This design comes from an exercise in tuning for a short achievable clock period and few clock cycles on the open sky130 flow, not from production work.
In this exercise RTL edits were held to simulation tests only and were not proved equivalent to the original.
No activity file was given, so power comes from the tool's default toggle rates.

--- flow/flow/run.sh ---
#!/bin/bash
set -euo pipefail
export SETUP_SLACK_MARGIN=$(cat flow/margin.txt)
bash standard.sh > standard.log 2>&1
--- flow/flow/margin.txt ---
11
--- flow/standard.sh ---
#!/bin/bash
# synth_recipe.tcl (not shown) runs the flow's synth.tcl, then flattens the netlist and writes it again
# the make line also repeats each setting of config.mk as NAME=value (left out here)
make -C /OpenROAD-flow-scripts/flow DESIGN_CONFIG=/design/flow/config.mk WORK_HOME=/design/flow/orfs CLKGATE_MAP_FILE= SYNTH_SCRIPT=/design/flow/synth_recipe.tcl "${@:-finish}"
--- flow/config.mk ---
export PLATFORM = sky130hd
export DESIGN_NAME = cpu
export DESIGN_NICKNAME = cpu
export VERILOG_FILES = /design/flow/design.v
export SDC_FILE = /design/flow/constraint.sdc
export NUM_CORES = 4
export LEC_CHECK = 0
export CAP_MARGIN = 20
export CORE_MARGIN = 2
export CORE_UTILIZATION = 40
export PLACE_DENSITY = 0.6
export SLEW_MARGIN = 20
--- flow/constraint.sdc ---
create_clock -name core_clock -period 17.0 [get_ports {clk}]
set_input_delay 3.4000 -clock core_clock [delete_from_list [all_inputs] [get_ports {clk}]]
set_output_delay 3.4000 -clock core_clock [all_outputs]
set_load 0.01 [all_outputs]
--- flow/design.v ---
module cpu(clk, rst_n, hlt, pc, instr, dmem_addr, dmem_wdata, dmem_re, dmem_we, dmem_rdata);
	input clk, rst_n;
	output hlt;
	output [15:0] pc;
	input [15:0] instr;
	output [15:0] dmem_addr;
	output [15:0] dmem_wdata;
	output dmem_re;
	output dmem_we;
	input [15:0] dmem_rdata;
	reg        rst_q;      
	reg [15:0] pcf;        
	reg [15:0] ir;         
	reg        irv;        
	reg [15:0] seq;        
	reg [15:0] opa, opb;   
	reg        fn, fz, fv;
	reg        hlt_q, we_q, re_q;
	wire [3:0] op = ir[15:12];
	wire [15:0] bx = op[0] ? ~opb : opb;
	wire [15:0] as_r = opa + bx + {15'd0, op[0]};
	wire as_pos = ~opa[15] & ~bx[15] & as_r[15];
	wire as_neg = opa[15] & bx[15] & ~as_r[15];
	wire [15:0] as_sum = as_pos ? 16'h7FFF : (as_neg ? 16'h8000 : as_r);
	wire [8:0] red_u = {1'b0, opa[15:8]} + {1'b0, opb[15:8]};
	wire [8:0] red_l = {1'b0, opa[7:0]} + {1'b0, opb[7:0]};
	wire [12:0] red_s = {1'b0, {3{red_u[8]}}, red_u} + {1'b0, {3{red_l[8]}}, red_l};
	wire [15:0] red_o = {{3{red_s[12]}}, red_s};
	wire [3:0] sh = ir[3:0];
	wire [15:0] sll_o = opa << sh;
	wire [31:0] sra_w = {{16{opa[15]}}, opa} >> sh;
	wire [15:0] sra_o = sra_w[15:0];
	wire [31:0] ror_w = {opa, opa} >> sh;
	wire [15:0] ror_o = ror_w[15:0];
	wire [15:0] pad_o;
	genvar gi;
	generate for (gi = 0; gi < 4; gi = gi + 1) begin : g_pad
		wire [3:0] a4 = opa[4*gi+3:4*gi];
		wire [3:0] b4 = opb[4*gi+3:4*gi];
		wire [3:0] r4 = a4 + b4;
		assign pad_o[4*gi+3:4*gi] = (~a4[3] & ~b4[3] & r4[3]) ? 4'b0111 :
		                            ((a4[3] & b4[3] & ~r4[3]) ? 4'b1000 : r4);
	end endgenerate
	wire [15:0] ma = {opa[15:1], 1'b0};
	wire [15:0] mo = {{11{ir[3]}}, ir[3:0], 1'b0};
	wire [15:0] ma_r = ma + mo;
	wire [15:0] maddr = (~ma[15] & ~mo[15] & ma_r[15]) ? 16'h7FFF :
	                    ((ma[15] & mo[15] & ~ma_r[15]) ? 16'h8000 : ma_r);
	reg [15:0] alu;
	always @* begin
		case (op)
			4'h0, 4'h1: alu = as_sum;
			4'h2: alu = opa ^ opb;
			4'h3: alu = red_o;
			4'h4: alu = sll_o;
			4'h5: alu = sra_o;
			4'h6: alu = ror_o;
			4'h7: alu = pad_o;
			4'hA: alu = {opa[15:8], ir[7:0]};
			4'hB: alu = {ir[7:0], opa[7:0]};
			default: alu = maddr;
		endcase
	end
	wire x_we = irv & (~op[3] | (op == 4'h8) | (op == 4'hA) | (op == 4'hB) | (op == 4'hE));
	wire [3:0] x_rd = ir[11:8];
	wire [15:0] x_wd = (op == 4'h8) ? dmem_rdata : ((op == 4'hE) ? seq : alu);
	wire x_nzv = irv & (op[3:1] == 3'b000);
	wire x_z = irv & ((op == 4'h2) | (op == 4'h4) | (op == 4'h5) | (op == 4'h6));
	wire nf = x_nzv ? as_sum[15] : fn;
	wire nz = x_nzv ? (as_sum == 16'h0000) : (x_z ? (alu == 16'h0000) : fz);
	wire nv = x_nzv ? (as_pos | as_neg) : fv;
	assign hlt = hlt_q & rst_q;
	assign pc = pcf;
	assign dmem_addr = maddr;
	assign dmem_wdata = opb;
	assign dmem_re = re_q;
	assign dmem_we = we_q & rst_n;
	wire [15:0] rfq [0:15];
	generate for (gi = 0; gi < 16; gi = gi + 1) begin : g_rf
		reg [15:0] q;
		always @(posedge clk)
			if (!rst_q) q <= 16'h0000;
			else if (x_we && x_rd == gi) q <= x_wd;
		assign rfq[gi] = q;
	end endgenerate
	wire [3:0] fop = instr[15:12];
	wire [3:0] fs1 = (fop[3:1] == 3'b101) ? instr[11:8] : instr[7:4];
	wire [3:0] fs2 = (fop == 4'h9) ? instr[11:8] : instr[3:0];
	wire [15:0] opa_n = (x_we && x_rd == fs1) ? x_wd : rfq[fs1];
	wire [15:0] opb_n = (x_we && x_rd == fs2) ? x_wd : rfq[fs2];
	wire [15:0] fpc_r = pcf + 16'd2;
	wire [15:0] fseq = (~pcf[15] & fpc_r[15]) ? 16'h7FFF : fpc_r;
	wire [15:0] fbo = {{6{instr[8]}}, instr[8:0], 1'b0};
	wire [15:0] fbt_r = fseq + fbo;
	wire [15:0] fbt = (~fseq[15] & ~fbo[15] & fbt_r[15]) ? 16'h7FFF :
	                  ((fseq[15] & fbo[15] & ~fbt_r[15]) ? 16'h8000 : fbt_r);
	reg cond;
	always @* begin
		case (instr[11:9])
			3'b000: cond = ~nz;
			3'b001: cond = nz;
			3'b010: cond = ~nz & ~nf;
			3'b011: cond = nf;
			3'b100: cond = nz | ~nf;
			3'b101: cond = nf | nz;
			3'b110: cond = nv;
			default: cond = 1'b1;
		endcase
	end
	wire ftaken = (fop[3:1] == 3'b110) & cond;
	wire [15:0] npc = (fop == 4'hF) ? pcf : (ftaken ? (fop[0] ? opa_n : fbt) : fseq);
	always @(posedge clk) begin
		rst_q <= rst_n;
		ir <= instr;
		seq <= fseq;
		opa <= opa_n;
		opb <= opb_n;
		re_q <= (fop == 4'h8);
		hlt_q <= rst_q & (fop == 4'hF);
		we_q <= rst_n & rst_q & (fop == 4'h9);
		irv <= rst_q;
		if (!rst_q) begin
			pcf <= 16'h0000;
			fn <= 1'b0;
			fz <= 1'b0;
			fv <= 1'b0;
		end else begin
			pcf <= npc;
			fn <= nf;
			fz <= nz;
			fv <= nv;
		end
	end
endmodule
==> results of run 1 <==
power groups by stage:
| stage | clock network [W] | logic, W | registers (W) |
|---|---|---|---|
| floorplan | 0 | 0.000374 | 0.000864 |
| global placement | 0 | 0.000590 | 0.000884 |
| detailed placement | 0 | 0.000594 | 0.000884 |
| CTS | 0.000820 | 0.000651 | 0.000867 |
| global route | 0.000854 | 0.000725 | 0.000870 |
| finish | 0.000821 | 0.000700 | 0.000870 |
state kept, by name, summed over array words and instances (netlist names):
register,flops
g_rf.q,256
ir,16
opa,16
opb,16
pcf,16
seq,16
fn,1
fv,1
fz,1
hlt_q,1
irv,1
re_q,1
rst_q,1
we_q,1
cells in the mapped netlist, drive strengths merged (30+ instances only):
cell type	instances	area share (%)
nand3	74	1.6
xnor2	38	1.5
dfxtp	344	30
nand4	49	1.4
mux2i	56	2.5
a22oi	180	6.0
nor2	254	4.2
ha	77	4.3
nand2	592	9.8
a211oi	30	0.99
xor2	43	1.7
buf	33	0.91
a21oi	382	8.5
inv	59	0.98
o21ai	89	2.0
nand2b	31	0.86
clkbuf	184	3.1
cells by family after synthesis:
kind of cell               synth area share (%)
and+or+nand+nor                           21.95
AOI/OAI and AO/OA                         28.65
DFF                                       30.40
buffers and inverters                     4.976
muxes                                     5.606
adders and majority gates                 5.181
xor gates and xnor gates                  3.236
timing repair:
| item | CTS | global route |
|---|---|---|
| gates cloned | 9 | 1 |
| gates resized for setup | 255 | 60 |
| setup buffers | 61 | 20 |
| pin swaps | 45 | 41 |
| endpoints found under the setup margin | 113 | 56 |
| hold buffers | 0 | 0 |
how the worst min path moves through the flow:
| stage | endpoint | slack [ps] |
|---|---|---|
| after CTS | g_rf[2].q[7] | 470 |
| after floorplan | irv | 330 |
| after global routing | g_rf[7].q[13] | 490 |
| after detailed placement | g_rf[2].q[7] | 460 |
| after global placement | g_rf[3].q[5] | 460 |
| final | g_rf[7].q[13] | 470 |
cell type report:
type	count	area (sq um)	share of cell area [%]
tap	756	945.9	3.440
inverter	61	265.3	0.9647
clock buffer	53	1109	4.032
timing repair buffer	265	2594	9.433
multi-input combinational	2391	15550	56.54
antenna	2	5.005	0.01820
clock inverter	11	93.84	0.3413
sequential	344	6938	25.23
per-layer routing:
layer | share of wire [%] | global-route usage (%) | vias up
li1 | - | - | 11140
met1 | 35 | 46.29 | 12270
met2 | 43 | 60.66 | 2019
met3 | 12 | 11.16 | 722
met4 | 9.8 | 30.36 | 4
met5 | 0.13 | 0 | -
per-stage QoR:
stage / power (W) / instances / area (sq um) / utilization, %
after floorplan: 0.001238 / 3011 / 22960 / -
after global placement: 0.001474 / 3724 / 24500 / 43.62
after detailed placement: 0.001478 / 3725 / 24520 / 43.66
after CTS: 0.002338 / 3859 / 27050 / 48.16
after global routing: 0.002449 / 3881 / 27490 / 48.94
final: 0.002390 / 3883 / 27500 / 48.95
cells in the final DEF (no fill, tap or decap), types with 53 or more instances in the layout:
master	netlist	final
nand2_1	592	576
a21oi_1	381	365
dfxtp_1	344	327
nor2_1	254	244
a22oi_1	179	179
buf_4	8	141
nand3_1	74	73
ha_1	77	66
o21ai_0	77	61
clkdlybuf4s50_1	0	53
critical path, cell delays in order, from the launching register on:
cell	delay, ps
dfxtp_4	350
buf_12	130
ha_4	160
inv_2	50
fa_2	210
nor2b_2	50
o31a_1	280
o32ai_2	260
o21a_1	190
o21ai_2	80
a21o_1	160
a21o_1	180
fa_2	630
buf_6	130
nor2b_4	50
buf_8	140
o31ai_4	170
buf_2	170
==> summary.md, run 1 <==
| Metric | Value |
|---|---|
| Internal | `0.001552 W` |
| FILL cells | `5491` |
| Final period util | `43.28%` |
| Worst VDD drop | `73.89 uV` |
| Final Hold Violating Endpoints | `0` |
| CTS root buffer | `clkbuf_16` |
| Setup TNS Final | `0 ps` |
| Mean routed wirelength per cell | `30.81 um` |
| Comb power frac | `29.3%` |
| Fmax | `135.9 MHz` |
| Final setup viols | `0` |
| Post-route ant nets | `0` |
| Data required, critical path | `13600 ps` |
| Vias after detailed routing | `26.16k` |
| Syn_area_per_cell | `7.524 sq um` |
| Worst min path class | `register to register` |
| Lkg Pwr | `10.19 nW` |
| Reg2Reg Capture Point | `pcf[1]` |
| # H-tree levels | `2` |
| Global placer's final weighted congestion | `1.076` |
| Routed vias/inst | `6.737` |
| Share of layout cells above drive strength 1 | `15.58%` |
| Final WL | `119.6 mm` |
| Clk slew on worst S/H paths | `60 ps` |
| Reg power frac | `36.4%` |
| Final setup margin | `9643 ps` |
| I/O Buffers | `84` |
| CTS tree | `yes` |
| Mapped Cells | `3011` |
| Most common flop cell mapped by yosys | `dfxtp_1` |
| Pre-CTS setup slack | `8681 ps` |
| Hold path startpoint | `g_rf[7].q[13]` |
| Final HPWL DP | `78.00 mm` |
| Sw power | `0.0008382 W` |
| Total GRT Usage | `39.36%` |
| R2r startpoint | `opa[12]` |
| MaxCap Viol Count | `0` |
| Clock share of power | `34.3%` |
| Post-synthesis sequential area ratio | `30.40%` |
| Worst Setup SP | `ir[0]` |
| Worst-margin pin slew | `1279 ps` |
| Core Footprint | `56170 sq um` |
| Reg2reg setup slack | `10840 ps` |
| Worst Skew | `16.18 ps` |
| Mapped Area | `22650 sq um` |
| Initial DRC Count | `4027` |
| Critical Path Start Type | `register` |
| CP Class | `register to output port` |
| Final #Nets | `3221` |
| Chip height | `242.0 um` |
| Net Count, Synth | `3132` |
| Initial antenna violation count | `2` |
| Sw frac | `35.07%` |
| Hold Crit Depth | `2` |
| Drt drc | `0` |
| Min Tclk post-route | `7357 ps` |
| Hold Slack | `473.1 ps` |
| Largest net degree at the start of global routing | `117` |
| Row count | `87` |
| Global-route wire length before repair | `170.9 mm` |
| Worst slew margin | `14.71%` |
| Chip Width | `242.0 um` |
| Reg2Reg Depth | `20` |
| Vias in the first global route | `24.74k` |
| Critical path endpoint | `dmem_addr[5]` |
| Synthesis-to-layout area growth | `21.37%` |
| Crit path arrival time | `3960 ps` |
| Post-synth EDFFs | `0` |
| Clock Latency Late Sink | `580 ps` |
| Clock Tree Buf Depth | `3` |
| Final Max Slew Viols | `0` |
| Yosys warnings | `1` |
| Initial core utilization | `40.33%` |
| Crit path max fanout | `5` |
| Pwr Density | `86.93 nW/um^2` |
| Die area | `58550 sq um` |
| Yosys cell types | `98` |
| Global route overflow | `0` |
| Status | `no timing/DRC/antenna violations` |
| Pre-antenna DRT Iters | `7` |
| Clk sink count | `344` |
| RSZ-0062 raised after global routing | `true` |
| Total CTS buffers | `37` |
| I/O pin total | `85` |
| Register bit total from synthesis | `344` |
| Critical path endpoint category | `output port` |
| Async SR Flop Fraction | `0%` |
Testbench counts, summed over its fixed seeds: cycles 76,210.
==> run 2: changes to the inputs <==
==> flow/flow/margin.txt (replaced) <==
10
==> summary.md, run 2 <==
| Metric | Value |
|---|---|
| Status | `no timing/DRC/antenna violations` |
| Chip height | `242.0 um (unchanged)` |
| Critical path endpoint category | `output port` |
| R2r startpoint | `opb[9]` |
| Post-synth EDFFs | `0 (unchanged)` |
| Synth area leaders | `dfxtp_1, nand2_1, a21oi_1, a22oi_1, ha_1` |
| Pwr Density | `91.55 nW/um^2 (+5.3%)` |
| Worst-margin pin slew | `1257 ps (-22.14 ps)` |
| Final period util | `43.14% (-0.14 points)` |
| Vias in the first global route | `24.12k (-2.5%)` |
| Row count | `87 (unchanged)` |
| Async SR Flop Fraction | `0% (unchanged)` |
| # H-tree levels | `2 (unchanged)` |
| Biggest register | `g_rf.q` |
| Drt drc | `0 (unchanged)` |
| Global-route wire length before repair | `164.6 mm (-3.7%)` |
| Total GRT Usage | `37.73% (-1.6 points)` |
| Die area | `58550 sq um (unchanged)` |
| Clock Tree Buf Depth | `3 (unchanged)` |
| Global route overflow | `0 (unchanged)` |
| Clk slew on worst S/H paths | `60 ps (about the same)` |
| Worst slew margin | `15.92% (+1.2 points)` |
| Hold path startpoint | `g_rf[7].q[13]` |
| Final Hold Violating Endpoints | `0 (unchanged)` |
| Hold Slack | `473.6 ps (+0.5110 ps)` |
| Crit path max fanout | `5 (unchanged)` |
| Crit path arrival time | `3930 ps (-30 ps)` |
| Yosys top cell area share | `30.40% (unchanged)` |
| Setup TNS Final | `0 ps (unchanged)` |
| Mean routed wirelength per cell | `29.89 um (-3.0%)` |
| Vias after detailed routing | `25.64k (-2.0%)` |
| Count leader, synth | `nand2_1` |
| CTS tree | `yes` |
| Min Tclk post-route | `7334 ps (-23.04 ps)` |
| Syn_area_per_cell | `7.524 sq um (unchanged)` |
| Final Max Slew Viols | `0 (unchanged)` |
| Routed vias/inst | `6.662 (-1.1%)` |
| Worst VDD drop | `82.95 uV (+12%)` |
| Finished Layout Cells | `3849 (-0.88%)` |
| Final HPWL DP | `74.66 mm (-4.3%)` |
| Register bit total from synthesis | `344 (unchanged)` |
| Hold Crit Depth | `2 (unchanged)` |
| Final WL | `115.1 mm (-3.8%)` |
| Most frequent cells in the layout | `nand2_1, a21oi_1, dfxtp_1, nor2_1, a22oi_1` |
| Critical Path Start Type | `register` |
| Reg2Reg Depth | `24 (+20%)` |
| Lkg Pwr | `9.962 nW (-2.2%)` |
| CTS root buffer | `clkbuf_16` |
| Global placer's final weighted congestion | `0.9974 (-7.3%)` |
| Max FFs per register | `256 (unchanged)` |
| Net Count, Synth | `3132 (unchanged)` |
| Chip Width | `242.0 um (unchanged)` |
| Mapped Area | `22650 sq um (unchanged)` |
| Initial core utilization | `40.33% (unchanged)` |
| Total CTS buffers | `40 (+8.1%)` |
| Initial antenna violation count | `2 (unchanged)` |
| Most common cell after layout, fill and taps aside | `nand2_1` |
| Final #Nets | `3184 (-1.1%)` |
| Clk sink count | `344 (unchanged)` |
| Final setup viols | `0 (unchanged)` |
| Reg2Reg Capture Point | `pcf[3]` |
| Post-synthesis sequential area ratio | `30.40% (unchanged)` |
| Post-route ant nets | `0 (unchanged)` |
| Synthesis-to-layout area growth | `18.05%` |
| Pre-antenna DRT Iters | `7 (unchanged)` |
| CP Class | `register to output port` |
| Post-Route Utilization | `47.61% (-1.3 points)` |
| Worst Hold Path EP | `g_rf[7].q[13]` |
| I/O Buffers | `84 (unchanged)` |
| RSZ-0062 raised after global routing | `true` |
| Most common flop cell mapped by yosys | `dfxtp_1` |
| Yosys warnings | `1 (unchanged)` |
| Data required, critical path | `13600 ps (about the same)` |
| Mapped Cells | `3011 (unchanged)` |
| DP Cell Count | `3729 (+0.11%)` |
| Synth top cells by count | `nand2_1, a21oi_1, dfxtp_1` |
| Yosys top cell by area | `dfxtp_1` |
| Initial DRC Count | `3658 (-9.2%)` |
| Core Footprint | `56170 sq um (unchanged)` |
| MaxCap Viol Count | `0 (unchanged)` |
| Reg2reg setup slack | `10280 ps (-560 ps)` |
| Clock Latency Late Sink | `610 ps (+30 ps)` |
| Largest net degree at the start of global routing | `102 (-13%)` |
| Yosys cell types | `98 (unchanged)` |
| Share of layout cells above drive strength 1 | `12.03% (-3.6 points)` |
| Worst min path class | `register to register` |
| Fmax | `136.4 MHz (+0.31%)` |
| Worst Skew | `51.92 ps (+35.73 ps)` |
| I/O pin total | `85 (unchanged)` |
[run 2: changes by cell type in the layout (fill, tap and decap cells not counted), sizes merged, moves of 2 or more]
| cell | delta |
|---|---|
| buf | -41 |
| dlymetal6s2s | -2 |
| clkdlybuf4s50 | +10 |
| bufinv | +5 |
| clkinv | +2 |
| clkbuf | -7 |
[run 2: metrics by stage]
step                power (W)  cell area, sq um  setup slack (ps)
detailed placement   0.001458             24330              8385
global placement     0.001455             24310              8425
CTS                  0.002414             26420              9661
floorplan            0.001219             22670              9963
finish               0.002448             26740              9666
global route         0.002509             26740              9582
[run 2: power breakdown]
| group | switching, W | internal [W] |
|---|---|---|
| sequential | 0.0000287 | 0.000828 |
| clock | 0.000386 | 0.000552 |
| combinational | 0.000427 | 0.000226 |
| total | 0.000842 | 0.00161 |
[run 2: logic make-up (layout without fill, tap and decap cells)]
logic type,Yosys count,in the layout,share of synthesized area (%)
AOI/OAI and AO/OA,986,986,28.65
and+or+nand+nor,1137,1137,21.95
muxes,96,96,5.606
buffers and inverters,278,359,4.976
other,0,1,0
xor gates and xnor gates,82,82,3.236
DFF,344,344,30.40
adders and majority gates,88,88,5.181
[run 2: final cells by class]
class	instances	area, sq um
tap	756	945.9
sequential	344	6903
inverter	61	256.5
multi-input combinational	2389	15030
antenna	1	2.502
timing repair buffer	227	2197
fill	5627	29430
clock inverter	19	314.1
clock buffer	52	1096
[run 2: worst max path at each step]
stage                     startpoint      endpoint
after floorplan                ir[1]  dmem_addr[5]
after detailed placement       ir[1]  dmem_addr[7]
after CTS                      ir[0]  dmem_addr[7]
after global routing           ir[0]  dmem_addr[7]
final                          ir[0]  dmem_addr[7]
after global placement         ir[1]  dmem_addr[7]
[run 2: what timing repair did]
item,in CTS,in global routing
setup endpoints to repair,49,44
resized for setup,151,50
gates cloned,7,0
buffers inserted,28,12
pin swaps,22,16
hold buffers,0,0
[run 2: layer usage]
metal	vias to the layer above	wire length [um]	GRT usage [%]	share of wire (%)
met4	2	9801	25.07	8.5
met2	1833	48900	58.41	42
met1	12150	42460	45.65	37
li1	11050	-	-	-
met3	604	13890	10.72	12
met5	-	13	0	0.011
[run 2: worst max-delay path: stages, from the launching register on]
cell     delay (ps)
dfxtp_4         350
buf_12          120
ha_4            150
inv_2            50
fa_2            200
nor2b_2          50
o31a_1          300
o32ai_4         290
o21a_1          200
o21ai_2          70
a21o_1          160
a21o_1          170
fa_2            580
buf_6           120
nor2b_4          50
o31a_1          330
inv_2            80
buf_6           100
==> run 3: changes to the inputs <==
--- a/flow/design.v
+++ b/flow/design.v
@@ -17,4 +17,5 @@
 	reg        fn, fz, fv;
 	reg        hlt_q, we_q, re_q;
+	reg [15:0] maddr;      
 	wire [3:0] op = ir[15:12];
 	wire [15:0] bx = op[0] ? ~opb : opb;
@@ -42,9 +43,4 @@
 		                            ((a4[3] & b4[3] & ~r4[3]) ? 4'b1000 : r4);
 	end endgenerate
-	wire [15:0] ma = {opa[15:1], 1'b0};
-	wire [15:0] mo = {{11{ir[3]}}, ir[3:0], 1'b0};
-	wire [15:0] ma_r = ma + mo;
-	wire [15:0] maddr = (~ma[15] & ~mo[15] & ma_r[15]) ? 16'h7FFF :
-	                    ((ma[15] & mo[15] & ~ma_r[15]) ? 16'h8000 : ma_r);
 	reg [15:0] alu;
 	always @* begin
@@ -89,4 +85,9 @@
 	wire [15:0] opa_n = (x_we && x_rd == fs1) ? x_wd : rfq[fs1];
 	wire [15:0] opb_n = (x_we && x_rd == fs2) ? x_wd : rfq[fs2];
+	wire [15:0] ma = {opa_n[15:1], 1'b0};
+	wire [15:0] mo = {{11{instr[3]}}, instr[3:0], 1'b0};
+	wire [15:0] ma_r = ma + mo;
+	wire [15:0] maddr_n = (~ma[15] & ~mo[15] & ma_r[15]) ? 16'h7FFF :
+	                      ((ma[15] & mo[15] & ~ma_r[15]) ? 16'h8000 : ma_r);
 	wire [15:0] fpc_r = pcf + 16'd2;
 	wire [15:0] fseq = (~pcf[15] & fpc_r[15]) ? 16'h7FFF : fpc_r;
@@ -116,4 +117,5 @@
 		opa <= opa_n;
 		opb <= opb_n;
+		maddr <= maddr_n;
 		re_q <= (fop == 4'h8);
 		hlt_q <= rst_q & (fop == 4'hF);
==> summary.md, run 3 <==
| Metric | Value |
|---|---|
| Status | `no timing/DRC/antenna violations` |
| CTS root buffer | `clkbuf_16` |
| Worst min path class | `register to register` |
| Sw frac | `33.68% (-0.72 points)` |
| Worst path slowest cell | `or4_1` |
| Synthesis-to-layout area growth | `19.56%` |
| Most common cell after layout, fill and taps aside | `nand2_1` |
| Reg power frac | `38.0% (+3.0 points)` |
| Async SR Flop Fraction | `0% (unchanged)` |
| CP most frequent cell | `o21ai_2` |
| PnR Total Power | `0.002435 W (-0.54%)` |
| Register bit total from synthesis | `360 (+4.7%)` |
| Total CTS buffers | `39 (-2.5%)` |
| Yosys top cell area share | `32.31% (+1.9 points)` |
| CTS tree | `yes` |
| Global placer's final weighted congestion | `1.024 (+2.6%)` |
| I/O pin total | `85 (unchanged)` |
| Clock share of power | `36.9% (-1.4 points)` |
| Setup TNS Final | `0 ps (unchanged)` |
| Worst Skew | `16.75 ps (-35.16 ps)` |
| Mean routed wirelength per cell | `31.00 um (+3.7%)` |
| Sw power | `0.0008203 W (-2.6%)` |
| Clk slew on worst S/H paths | `60 ps (about the same)` |
| Post-synthesis sequential area ratio | `32.31% (+1.9 points)` |
| Routed vias/inst | `6.612 (-0.75%)` |
| Core Footprint | `55090 sq um (-1.9%)` |
| Post-synth EDFFs | `0 (unchanged)` |
| Most frequent cells in the layout | `nand2_1, dfxtp_1, a21oi_1, nor2_1, buf_4` |
| Chip Width | `240.2 um (-0.75%)` |
| Final period util | `44.14% (+1.0 points)` |
| Yosys cell types | `92 (-6.1%)` |
| Total GRT Usage | `39.67% (+1.9 points)` |
| CP peak stage delay | `470 ps (-110 ps)` |
| Net Count, Synth | `3000 (-4.2%)` |
| Share of layout cells above drive strength 1 | `13.43% (+1.4 points)` |
| Die area | `57670 sq um (-1.5%)` |
| CP Class | `input port to register` |
| Count leader, synth | `nand2_1` |
| Delay-heaviest family, CP | `compound AO/OA/AOI/OAI gates` |
| Final #Nets | `3104 (-2.5%)` |
| Reg2reg setup slack | `9800 ps (-480 ps)` |
| Max FFs per register | `256 (unchanged)` |
| Post-route ant nets | `0 (unchanged)` |
| Final Hold Violating Endpoints | `0 (unchanged)` |
| CP bufs+invs | `6 (+1)` |
| Initial antenna violation count | `2 (unchanged)` |
| Final setup viols | `0 (unchanged)` |
| Clock Latency Late Sink | `590 ps (-20 ps)` |
| Final WL | `116.5 mm (+1.2%)` |
| Worst VDD drop | `69.55 uV (-16%)` |
| MaxCap Viol Count | `0 (unchanged)` |
| Lkg Pwr | `9.935 nW (-0.27%)` |
| Worst-margin pin slew | `1189 ps (-68.38 ps)` |
| Final HPWL DP | `81.05 mm (+8.6%)` |
| Row count | `86 (-1.1%)` |
| RSZ-0062 raised after global routing | `true` |
| Vias after detailed routing | `24.84k (-3.1%)` |
| Chip height | `240.2 um (-0.75%)` |
| Syn_area_per_cell | `7.748 sq um (+3.0%)` |
| Initial DRC Count | `3153 (-14%)` |
| # H-tree levels | `2 (unchanged)` |
| Most common flop cell mapped by yosys | `dfxtp_1` |
| Data required, critical path | `17510 ps (+3910 ps)` |
| Pre-antenna DRT Iters | `8 (+1)` |
| Global route overflow | `0 (unchanged)` |
| Synth area leaders | `dfxtp_1, nand2_1, a21oi_1, a22oi_1, ha_1` |
| Critical Path Start Type | `input port` |
| Mapped Cells | `2879 (-4.4%)` |
| Yosys top cell by area | `dfxtp_1` |
| Mapped Area | `22310 sq um (-1.5%)` |
| Pwr Density | `91.30 nW/um^2 (-0.27%)` |
| Synth top cells by count | `nand2_1, dfxtp_1, a21oi_1` |
| Fmax | `133.3 MHz (-2.3%)` |
| Crit path max fanout | `8 (+3)` |
| Clock Tree Buf Depth | `3 (unchanged)` |
| I/O Buffers | `84 (unchanged)` |
| Critical path endpoint category | `register` |
| Clk sink count | `360 (+4.7%)` |
| Min Tclk post-route | `7504 ps (+169.9 ps)` |
| Worst slew margin | `20.52% (+4.6 points)` |
| Initial core utilization | `40.49% (+0.16 points)` |
| Yosys warnings | `1 (unchanged)` |
| Largest net degree at the start of global routing | `114 (+12%)` |
| Vias in the first global route | `23.66k (-1.9%)` |
| Drt drc | `0 (unchanged)` |
| Biggest register | `g_rf.q` |
| Comb power frac | `25.0% (-1.7 points)` |
| Crit path arrival time | `8010 ps (+4080 ps)` |
| Internal | `0.001615 W (+0.56%)` |
| Global-route wire length before repair | `165.1 mm (+0.28%)` |
| Final Max Slew Viols | `0 (unchanged)` |
run 3: power by group through the flow:
stage / clock, W / sequential [W] / combinational [W]
3_5_place_dp: 0 / 0.000942 / 0.000549
2_1_floorplan: 0 / 0.000923 / 0.000324
5_1_grt: 0.000943 / 0.000926 / 0.000639
3_3_place_gp: 0 / 0.000943 / 0.000545
4_1_cts: 0.000907 / 0.000923 / 0.000575
6_report: 0.000899 / 0.000927 / 0.000609
run 3: layer usage:
| layer | GRT usage, % | routed length [um] | vias up |
|---|---|---|---|
| li1 | - | - | 10790 |
| met1 | 45.95 | 42460 | 11840 |
| met2 | 64.86 | 52960 | 1630 |
| met3 | 7.463 | 9888 | 580 |
| met4 | 30.38 | 11170 | 0 |
| met5 | 0 | 0 | - |
run 3: worst paths after layout:
kind / from / endpoint / cells past startpoint
worst max-delay path: instr[14] / maddr[5] / 28
worst min-delay path: g_rf[4].q[3] / g_rf[4].q[3] / 2
worst max register to register: opa[0] / maddr[5] / 30
worst min register to register: g_rf[4].q[3] / g_rf[4].q[3] / 2
run 3: logic make-up (layout without fill, tap and decap cells):
| group | count (synthesis) | after routing | share of synthesized area (%) |
|---|---|---|---|
| AO/OA/AOI/OAI | 952 | 952 | 28.42 |
| XOR/XNOR | 86 | 86 | 3.377 |
| adder cells (fa/ha/maj) | 89 | 89 | 5.272 |
| buffers and inverters | 247 | 373 | 4.347 |
| flip-flops | 360 | 360 | 32.31 |
| multiplexers | 92 | 92 | 5.171 |
| other | 0 | 1 | 0 |
| AND/OR/NAND/NOR | 1053 | 1056 | 21.11 |
run 3: through the flow:
| step | setup slack (ps) | utilization (%) | hold slack, ps | instances | instance area, sq um |
|---|---|---|---|---|---|
| after floorplan | 9129 | - | 329.0 | 2879 | 22550 |
| after global placement | 7498 | 44.04 | 456.2 | 3613 | 24260 |
| after detailed placement | 7349 | 44.05 | 463.4 | 3613 | 24270 |
| after CTS | 9614 | 47.90 | 471.7 | 3742 | 26390 |
| after global routing | 9304 | 48.41 | 493.1 | 3756 | 26670 |
| final | 9496 | 48.41 | 476.8 | 3757 | 26670 |
run 3: worst register-to-register path: cells and delay by family (launching register included):
kind                       cells  cell delay (ps)
DFF                            1              830
xor gates and xnor gates       1              210
AOI/OAI and AO/OA             15             2890
buffers and inverters          2              480
and+or+nand+nor                9             1710
adders and majority gates      3              990
run 3: what timing repair did:
item,4_1_cts,5_1_grt
gates resized for setup,118,40
cloned,2,1
endpoints found under the setup margin,48,35
hold buffers,0,0
buffers inserted,61,13
pin swaps,38,12
run 3: cell type report:
type	instances	area (sq um)
clock inverter	15	226.5
inverter	53	203.9
tap	748	935.9
clock buffer	51	1101
antenna	1	2.502
fill	5432	28420
sequential	360	7211
timing repair buffer	254	2290
multi-input combinational	2275	14700
Testbench counts of run 3, summed over its fixed seeds: cycles 76,210.
==> run 4: changes to the inputs <==
--- a/flow/design.v
+++ b/flow/design.v
@@ -85,9 +85,11 @@
 	wire [15:0] opa_n = (x_we && x_rd == fs1) ? x_wd : rfq[fs1];
 	wire [15:0] opb_n = (x_we && x_rd == fs2) ? x_wd : rfq[fs2];
-	wire [15:0] ma = {opa_n[15:1], 1'b0};
-	wire [15:0] mo = {{11{instr[3]}}, instr[3:0], 1'b0};
-	wire [15:0] ma_r = ma + mo;
-	wire [15:0] maddr_n = (~ma[15] & ~mo[15] & ma_r[15]) ? 16'h7FFF :
-	                      ((ma[15] & mo[15] & ~ma_r[15]) ? 16'h8000 : ma_r);
+	wire [15:0] ma_rf = rfq[instr[7:4]];
+	wire [15:0] maddr_rf, maddr_fw;
+	wire [4:0] mo = {instr[3:0], 1'b0};
+	wire mneg = instr[3];
+	madd mrf(.a(ma_rf), .o(mo), .neg(mneg), .s(maddr_rf));
+	madd mfw(.a(x_wd), .o(mo), .neg(mneg), .s(maddr_fw));
+	wire [15:0] maddr_n = (x_we && x_rd == instr[7:4]) ? maddr_fw : maddr_rf;
 	wire [15:0] fpc_r = pcf + 16'd2;
 	wire [15:0] fseq = (~pcf[15] & fpc_r[15]) ? 16'h7FFF : fpc_r;
@@ -135,2 +137,17 @@
 	end
 endmodule
+module madd(a, o, neg, s);
+	input [15:0] a;
+	input [4:0] o;
+	input neg;
+	output [15:0] s;
+	wire [5:0] lo = {1'b0, a[4:1], 1'b0} + {1'b0, o};
+	wire c = lo[5];
+	wire [10:0] hi = a[15:5];
+	wire [10:0] hi_inc = hi + 11'd1;
+	wire [10:0] hi_dec = hi - 11'd1;
+	wire [10:0] hi_r = neg ? (c ? hi : hi_dec) : (c ? hi_inc : hi);
+	wire pos_ovf = ~neg & c & (hi == 11'h3FF);
+	wire neg_ovf = neg & ~c & (hi == 11'h400);
+	assign s = pos_ovf ? 16'h7FFF : (neg_ovf ? 16'h8000 : {hi_r, lo[4:0]});
+endmodule
==> summary.md, run 4 <==
| Metric | Value |
|---|---|
| Clk slew on worst S/H paths | `60 ps (about the same)` |
| Critical path endpoint category | `output port` |
| Hold Crit Depth | `2 (unchanged)` |
| Clock Latency Late Sink | `610 ps (+20 ps)` |
| Fmax | `140.4 MHz (+5.3%)` |
| CP Class | `input port to output port` |
| Mean routed wirelength per cell | `34.31 um (+11%)` |
| Final Hold Violating Endpoints | `0 (unchanged)` |
| Die area | `62920 sq um (+9.1%)` |
| Max FFs per register | `256 (unchanged)` |
| Initial DRC Count | `4038 (+28%)` |
| Post-synthesis sequential area ratio | `29.57% (-2.7 points)` |
| Critical Path Start Type | `input port` |
| Routed vias/inst | `6.967 (+5.4%)` |
| Chip height | `250.8 um (+4.5%)` |
| Row count | `90 (+4.7%)` |
| Busiest grt layer | `met2` |
| Chip Width | `250.8 um (+4.5%)` |
| Final #Nets | `3376 (+8.8%)` |
| Vias after detailed routing | `28.38k (+14%)` |
| Hold path startpoint | `g_rf[10].q[0]` |
| Yosys top cell area share | `29.57% (-2.7 points)` |
| Data required, critical path | `13600 ps (-3910 ps)` |
| Worst slew margin | `16.45% (-4.1 points)` |
| Setup TNS Final | `0 ps (unchanged)` |
| Min Tclk post-route | `7124 ps (-379.2 ps)` |
| Crit path max fanout | `2 (-6)` |
| MaxCap Viol Count | `0 (unchanged)` |
| Final period util | `41.91% (-2.2 points)` |
| CTS root buffer | `clkbuf_16` |
| Most common cell after layout, fill and taps aside | `nand2_1` |
| Mapped Cells | `3214 (+12%)` |
| Post-route ant nets | `0 (unchanged)` |
| Share of layout cells above drive strength 1 | `11.91% (-1.5 points)` |
| Total GRT Usage | `42.54% (+2.9 points)` |
| RSZ-0062 raised after global routing | `true` |
| CTS tree | `yes` |
| Synthesis-to-layout area growth | `16.85%` |
| Finished Layout Cells | `4073 (+8.4%)` |
| Post-synth EDFFs | `0 (unchanged)` |
| Final Max Slew Viols | `0 (unchanged)` |
| Async SR Flop Fraction | `0% (unchanged)` |
| Reg2Reg Depth | `22 (-27%)` |
| Vias in the first global route | `26.50k (+12%)` |
| Largest net degree at the start of global routing | `113 (-0.88%)` |
| Count leader, synth | `nand2_1` |
| M1 GR Usage | `50.35% (+4.4 points)` |
| Status | `no timing/DRC/antenna violations` |
| PnR Total Power | `0.002556 W (+5.0%)` |
| Worst min path class | `register to register` |
| Drt drc | `0 (unchanged)` |
| Global route overflow | `0 (unchanged)` |
| Yosys cell types | `94 (+2.2%)` |
| Global placer's final weighted congestion | `1.054 (+2.9%)` |
| R2r startpoint | `opa[0]` |
| I/O pin total | `85 (unchanged)` |
| Lkg Pwr | `10.36 nW (+4.3%)` |
| Initial core utilization | `40.46% (about the same)` |
| CP most frequent cell | `buf_6` |
| Cells along the critical path | `buf_6 -> and2_4 -> buf_6` |
| FILL cells | `5904 (+8.7%)` |
| Yosys top cell by area | `dfxtp_1` |
| Worst-margin pin slew | `1250 ps (+60.86 ps)` |
| Most frequent cells in the layout | `nand2_1, dfxtp_1, a21oi_1, nor2_1, a22oi_1` |
| Final HPWL DP | `95.38 mm (+18%)` |
| Net Count, Synth | `3334 (+11%)` |
| Initial antenna violation count | `7 (+5)` |
| Most common flop cell mapped by yosys | `dfxtp_1` |
| Worst path slowest cell | `and2_4` |
| Register bit total from synthesis | `360 (unchanged)` |
| Synth area leaders | `dfxtp_1, nand2_1, a21oi_1, a22oi_1, ha_1` |
| CP peak stage delay | `120 ps (-350 ps)` |
| Global-route wire length before repair | `194.6 mm (+18%)` |
| Final setup viols | `0 (unchanged)` |
| Met3 usage | `11.37% (+3.9 points)` |
| GR Util met2 | `65.91% (+1.1 points)` |
| Syn_area_per_cell | `7.584 sq um (-2.1%)` |
| Crit path arrival time | `3720 ps (-4290 ps)` |
| Yosys warnings | `1 (unchanged)` |
| Clk sink count | `360 (unchanged)` |
| # H-tree levels | `2 (unchanged)` |
| Total CTS buffers | `43 (+10%)` |
| Worst Skew | `34.40 ps (+17.65 ps)` |
| Worst VDD drop | `76.78 uV (+10%)` |
| Mapped Area | `24370 sq um (+9.3%)` |
| Final WL | `139.8 mm (+20%)` |
| Synth top cells by count | `nand2_1, dfxtp_1, a21oi_1` |
| Post-cts hold buffer count | `0 (unchanged)` |
| Worst Setup SP | `rst_n` |
| DP Cell Count | `3949 (+9.3%)` |
| Biggest register | `g_rf.q` |
| Pre-antenna DRT Iters | `7 (-1)` |
| Clock Tree Buf Depth | `3 (unchanged)` |
| Pwr Density | `89.75 nW/um^2 (-1.7%)` |
| I/O Buffers | `84 (unchanged)` |
| Core Footprint | `60250 sq um (+9.4%)` |
==> run 4: changes by cell type in the layout (fill, tap and decap cells not counted), sizes merged, moves of 27 or more <==
cell   delta
buf      -30
nand4    +27
nand2   +111
o21ai    -27
a22oi    +85
a21oi    +29
xnor2    +29
==> run 4: power by group <==
group	total [W]	switching, W	internal [W]
Clock	0.00101	0.000407	0.000606
Sequential	0.000921	0.0000494	0.000872
Combinational	0.000623	0.000414	0.000209
Total	0.00256	0.000870	0.00169
==> run 4: timing repair <==
action / in CTS / in global routing
pin swaps: 4 / 18
cloned: 2 / 2
endpoints found under the setup margin: 40 / 40
resized for setup: 74 / 57
buffers inserted: 8 / 32
==> run 4: layout make-up <==
class | instances | area, sq um | area share (%)
multi-input cells | 2562 | 16490 | 57.91
clock buffers | 54 | 1147 | 4.028
repair buffers | 229 | 2032 | 7.134
diodes | 1 | 2.502 | 0.008786
clock inverters | 25 | 377.9 | 1.327
flip-flops and latches | 360 | 7212 | 25.32
well taps | 782 | 978.4 | 3.435
inverters | 60 | 236.5 | 0.8303
==> run 4: kinds of logic (layout without fill, tap and decap cells) <==
family                   count (synthesis)  in the layout  synth area share [%]
flip-flops                             360            360                 29.57
XOR/XNOR                               107            107                 3.845
AO/OA/AOI/OAI                         1091           1092                 30.60
other                                    0              1                     0
adder cells (fa/ha/maj)                 90             90                 4.887
buffers and inverters                  294            368                 4.800
multiplexers                            79             79                 4.497
AND/OR/NAND/NOR                       1193           1194                 21.80
==> run 4: worst paths after layout <==
check | to | slack (ps)
hold reg to reg | g_rf[10].q[0] | 470
setup reg to reg | maddr[2] | 10300
hold / removal | g_rf[10].q[0] | 470
setup / recovery | dmem_we | 9880
==> run 4: worst max-delay path, delay by kind of cell <==
kind | cells | cell delay (ps)
buffers and inverters | 2 | 200
and+or+nand+nor | 1 | 120
==> run 4: through the flow <==
step | cell area (sq um) | util, % | hold WS (ps) | setup slack (ps)
4_1_cts | 27970 | 46.43 | 473.6 | 9861
3_3_place_gp | 26160 | 43.42 | 457.4 | 8254
2_1_floorplan | 24400 | - | 393.8 | 10020
5_1_grt | 28480 | 47.27 | 503.7 | 9869
3_5_place_dp | 26170 | 43.44 | 464.3 | 8170
6_report | 28480 | 47.28 | 472.0 | 9876
==> run 4: per-layer routing <==
layer | share of wire [%] | vias to the layer above | routed length (um)
met2 | 43 | 2280 | 60240
li1 | - | 11980 | -
met4 | 9.4 | 8 | 13160
met5 | 0.046 | - | 64
met1 | 35 | 13360 | 49460
met3 | 12 | 749 | 16830
Testbench counts of run 4, summed over its fixed seeds: cycles 76,210.
==> run 5: changes to the inputs <==
--- a/flow/design.v
+++ b/flow/design.v
@@ -64,5 +64,7 @@
 	wire x_z = irv & ((op == 4'h2) | (op == 4'h4) | (op == 4'h5) | (op == 4'h6));
 	wire nf = x_nzv ? as_sum[15] : fn;
-	wire nz = x_nzv ? (as_sum == 16'h0000) : (x_z ? (alu == 16'h0000) : fz);
+	wire [15:0] as_zt = (opa ^ bx) ^ {opa[14:0] | bx[14:0], op[0]};
+	wire as_z = (as_zt == 16'h0000) & ~(opa[15] & bx[15]);
+	wire nz = x_nzv ? as_z : (x_z ? (alu == 16'h0000) : fz);
 	wire nv = x_nzv ? (as_pos | as_neg) : fv;
 	assign hlt = hlt_q & rst_q;
@@ -81,8 +83,9 @@
 	end endgenerate
 	wire [3:0] fop = instr[15:12];
-	wire [3:0] fs1 = (fop[3:1] == 3'b101) ? instr[11:8] : instr[7:4];
-	wire [3:0] fs2 = (fop == 4'h9) ? instr[11:8] : instr[3:0];
-	wire [15:0] opa_n = (x_we && x_rd == fs1) ? x_wd : rfq[fs1];
-	wire [15:0] opb_n = (x_we && x_rd == fs2) ? x_wd : rfq[fs2];
+	wire [15:0] r_d = (x_we && x_rd == instr[11:8]) ? x_wd : rfq[instr[11:8]];
+	wire [15:0] r_s = (x_we && x_rd == instr[7:4]) ? x_wd : rfq[instr[7:4]];
+	wire [15:0] r_t = (x_we && x_rd == instr[3:0]) ? x_wd : rfq[instr[3:0]];
+	wire [15:0] opa_n = (fop[3:1] == 3'b101) ? r_d : r_s;
+	wire [15:0] opb_n = (fop == 4'h9) ? r_d : r_t;
 	wire [15:0] ma_rf = rfq[instr[7:4]];
 	wire [15:0] maddr_rf, maddr_fw;
==> summary.md, run 5 <==
| Metric | Value |
|---|---|
| Most frequent cells in the layout | `nand2_1, dfxtp_1, a22oi_1, nor2_1, a21oi_1` |
| Worst Skew | `29.34 ps (-5.061 ps)` |
| CP Class | `input port to output port` |
| Vias in the first global route | `27.60k (+4.1%)` |
| Critical Path Start Type | `input port` |
| Clock share of power | `39.5% (about the same)` |
| Min Tclk post-route | `7125 ps (+0.7300 ps)` |
| Most common flop cell mapped by yosys | `dfxtp_1` |
| Final HPWL DP | `90.89 mm (-4.7%)` |
| Status | `no timing/DRC/antenna violations` |
| Mapped Cells | `3329 (+3.6%)` |
| Setup TNS Final | `0 ps (unchanged)` |
| Synth top cells by count | `nand2_1, dfxtp_1, a22oi_1` |
| Clk slew on worst S/H paths | `60 ps (about the same)` |
| Max FFs per register | `256 (unchanged)` |
| Chip Width | `260.7 um (+3.9%)` |
| Hold Slack | `505.5 ps (+33.43 ps)` |
| Critical path endpoint category | `output port` |
| Pre-antenna DRT Iters | `10 (+3)` |
| Biggest register | `g_rf.q` |
| Global placer's final weighted congestion | `1.013 (-3.9%)` |
| Post-Route Utilization | `46.54% (-0.73 points)` |
| Final Hold Violating Endpoints | `0 (unchanged)` |
| Worst slew margin | `25.47% (+9.0 points)` |
| Largest net degree at the start of global routing | `98 (-13%)` |
| Crit path max fanout | `2 (unchanged)` |
| Comb power frac | `25.1% (+0.7 points)` |
| Clock Latency Late Sink | `610 ps (about the same)` |
| Pwr Density | `85.64 nW/um^2 (-4.6%)` |
| Hold Crit Depth | `2 (unchanged)` |
| Internal | `0.001729 W (+2.5%)` |
| Worst-margin pin slew | `1118 ps (-131.7 ps)` |
| Async SR Flop Fraction | `0% (unchanged)` |
| Row count | `94 (+4.4%)` |
| Synth area leaders | `dfxtp_1, a22oi_1, nand2_1, o211a_1, ha_1` |
| Cells along the critical path | `buf_6 -> and2_4 -> buf_6` |
| Worst VDD drop | `68.54 uV (-11%)` |
| Fmax | `140.3 MHz (about the same)` |
| Most common cell after layout, fill and taps aside | `nand2_1` |
| Yosys top cell by area | `dfxtp_1` |
| Yosys top cell area share | `27.35% (-2.2 points)` |
| I/O Buffers | `84 (unchanged)` |
| Yosys cell types | `93 (-1.1%)` |
| Post-cts hold buffer count | `0 (unchanged)` |
| Final Max Slew Viols | `0 (unchanged)` |
| Vias after detailed routing | `29.29k (+3.2%)` |
| Initial antenna violation count | `4 (-3)` |
| Total CTS buffers | `44 (+2.3%)` |
| Final WL | `134.0 mm (-4.1%)` |
| Final #Nets | `3453 (+2.3%)` |
| Initial DRC Count | `4651 (+15%)` |
| Yosys warnings | `1 (unchanged)` |
| Die area | `67940 sq um (+8.0%)` |
| Routed vias/inst | `6.945 (-0.32%)` |
| Register bit total from synthesis | `360 (unchanged)` |
| Mapped Area | `26350 sq um (+8.1%)` |
| Worst min path class | `register to register` |
| Drt drc | `0 (unchanged)` |
| Post-synth EDFFs | `0 (unchanged)` |
| Global route overflow | `0 (unchanged)` |
| Crit path arrival time | `3730 ps (about the same)` |
| Clock Tree Buf Depth | `3 (unchanged)` |
| Sw frac | `33.80% (-0.24 points)` |
| Syn_area_per_cell | `7.915 sq um (+4.4%)` |
| FILL cells | `6524 (+11%)` |
| Lkg Pwr | `12.59 nW (+21%)` |
| Core Footprint | `65510 sq um (+8.7%)` |
| CTS tree | `yes` |
| Data required, critical path | `13600 ps (about the same)` |
| Post-route ant nets | `0 (unchanged)` |
| Reg2Reg Depth | `24 (+9.1%)` |
| Global-route wire length before repair | `191.2 mm (-1.8%)` |
| Share of layout cells above drive strength 1 | `11.72% (-0.19 points)` |
| Post-synthesis sequential area ratio | `27.35% (-2.2 points)` |
| Mean routed wirelength per cell | `31.76 um (-7.4%)` |
| Sw power | `0.0008826 W (+1.4%)` |
| Net Count, Synth | `3463 (+3.9%)` |
| Worst path slowest cell | `and2_4` |
| # H-tree levels | `2 (unchanged)` |
| Count leader, synth | `nand2_1` |
| I/O pin total | `85 (unchanged)` |
| CP most frequent cell | `buf_6` |
| Clk sink count | `360 (unchanged)` |
| MaxCap Viol Count | `0 (unchanged)` |
| Final setup viols | `0 (unchanged)` |
| Total GRT Usage | `38.32% (-4.2 points)` |
| RSZ-0062 raised after global routing | `true` |
| CP peak stage delay | `120 ps (about the same)` |
| Chip height | `260.7 um (+3.9%)` |
| Reg power frac | `35.3% (-0.7 points)` |
| Initial core utilization | `40.22% (-0.23 points)` |
| CTS root buffer | `clkbuf_16` |
| Final period util | `41.91% (about the same)` |
| Synthesis-to-layout area growth | `15.72%` |
## run 5: cell types whose count changed in the layout (fill, tap and decap cells not counted), sizes merged, moves of 25 or more
| cell | change |
|---|---|
| a211oi | -31 |
| o211a | +126 |
| o221ai | +25 |
| a22oi | +43 |
| o21ai | +50 |
| nand2 | -97 |
| nand3 | +34 |
| a21oi | -206 |
| a21boi | +118 |
| nor2 | -85 |
## run 5: final timing paths
check,startpoint,slack (ps),endpoint
worst max-delay path,rst_n,9870,dmem_we
worst min-delay path,g_rf[6].q[10],510,g_rf[6].q[10]
worst max register to register,ir[12],10210,maddr[14]
worst min register to register,g_rf[6].q[10],510,g_rf[6].q[10]
## run 5: cell families (layout without fill, tap and decap cells)
| kind of cell | Yosys count | in the layout | share of synthesized area (%) |
|---|---|---|---|
| xor+xnor | 119 | 119 | 3.955 |
| fa+ha+maj | 102 | 102 | 5.109 |
| other cells | 0 | 1 | 0 |
| flops | 360 | 360 | 27.35 |
| simple gates | 1118 | 1118 | 20.36 |
| compound gates | 1188 | 1188 | 33.52 |
| mux | 82 | 82 | 4.440 |
| buf+inv | 360 | 384 | 5.266 |
## run 5: power groups by stage
stage	sequential (W)	clock, W	combinational (W)
after global routing	0.000923	0.00107	0.000686
after detailed placement	0.000938	0	0.000616
final	0.000922	0.00103	0.000656
after CTS	0.000919	0.00104	0.000624
after global placement	0.000939	0	0.000617
after floorplan	0.000917	0	0.000388
## run 5: per-layer routing
| metal | vias to the layer above | global-route usage (%) | routed length (um) |
|---|---|---|---|
| li1 | 12520 | - | - |
| met1 | 13710 | 46.42 | 49020 |
| met2 | 2245 | 58.16 | 56460 |
| met3 | 801 | 10.63 | 15790 |
| met4 | 10 | 27.92 | 12610 |
| met5 | - | 0.3561 | 87 |
## run 5: critical path: cells and delay by family
| kind | cells | cell delay (ps) |
|---|---|---|
| buffers and inverters | 2 | 200 |
| and+or+nand+nor | 1 | 120 |
## run 5: final cells by class
type / instances / area [sq um] / share of cell area, %
multi-input combinational: 2609 / 18390 / 60.30
sequential: 360 / 7219 / 23.68
antenna: 1 / 2.502 / 0.008207
inverter: 80 / 300.3 / 0.9848
tap: 864 / 1081 / 3.545
clock buffer: 60 / 1251 / 4.103
timing repair buffer: 224 / 1928 / 6.323
clock inverter: 20 / 324.1 / 1.063
## run 5: what timing repair did
item | in CTS | in global routing
endpoints found under the setup margin | 32 | 32
resized for setup | 45 | 32
setup buffers | 11 | 12
pin swaps | 6 | 8
## run 5: metrics by stage
stage | cells | power [W] | setup WS (ps) | area (sq um)
3_3_place_gp | 4114 | 0.001555 | 8363 | 28510
4_1_cts | 4205 | 0.002584 | 9857 | 30260
2_1_floorplan | 3329 | 0.001305 | 10010 | 26540
6_report | 4218 | 0.002611 | 9875 | 30490
5_1_grt | 4217 | 0.002681 | 9863 | 30490
3_5_place_dp | 4114 | 0.001553 | 8362 | 28510
Testbench counts of run 5, summed over its fixed seeds: cycles 76,210.

-- re-timing with driven ports --
The flow's constraints put no driver on any port. The routed layouts listed below were extracted and timed again, unchanged, in two steps. Step 1 (the two cells are an assumption about what drives the block):
set clk [get_ports {clk}]
set_driving_cell -lib_cell sky130_fd_sc_hd__clkbuf_16 $clk
set_driving_cell -lib_cell sky130_fd_sc_hd__buf_2 [delete_from_list [all_inputs] $clk]
Step 2 also shifts input and output timing later by t, the mid clock arrival at the registers, as if the neighbouring blocks saw the same clock. Slacks: ideal ports / drivers / drivers and shift; pairs: ideal ports / drivers.
| run | shift t [ns] | setup WS [ns] | slew at the worst register clock pin (ns) | pins driven straight from the clock port |
|---|---|---|---|---|
| run 1 | 0.634 | 9.643 / 9.585 / 9.828 | 0.07 / 0.07 | 1 |
| run 2 | 0.655 | 9.666 / 9.600 / 9.497 | 0.07 / 0.07 | 1 |
| run 3 | 0.636 | 9.496 / 9.509 / 8.873 | 0.07 / 0.07 | 1 |
| run 4 | 0.661 | 9.876 / 9.843 / 9.466 | 0.07 / 0.07 | 1 |
| run 5 | 0.655 | 9.875 / 9.842 / 9.485 | 0.07 / 0.07 | 1 |
After both steps setup and hold are still met in every run listed. For run 3, which loses most, drivers alone change the setup slack by +0.013 ns; drivers and shift together by -0.623 ns.
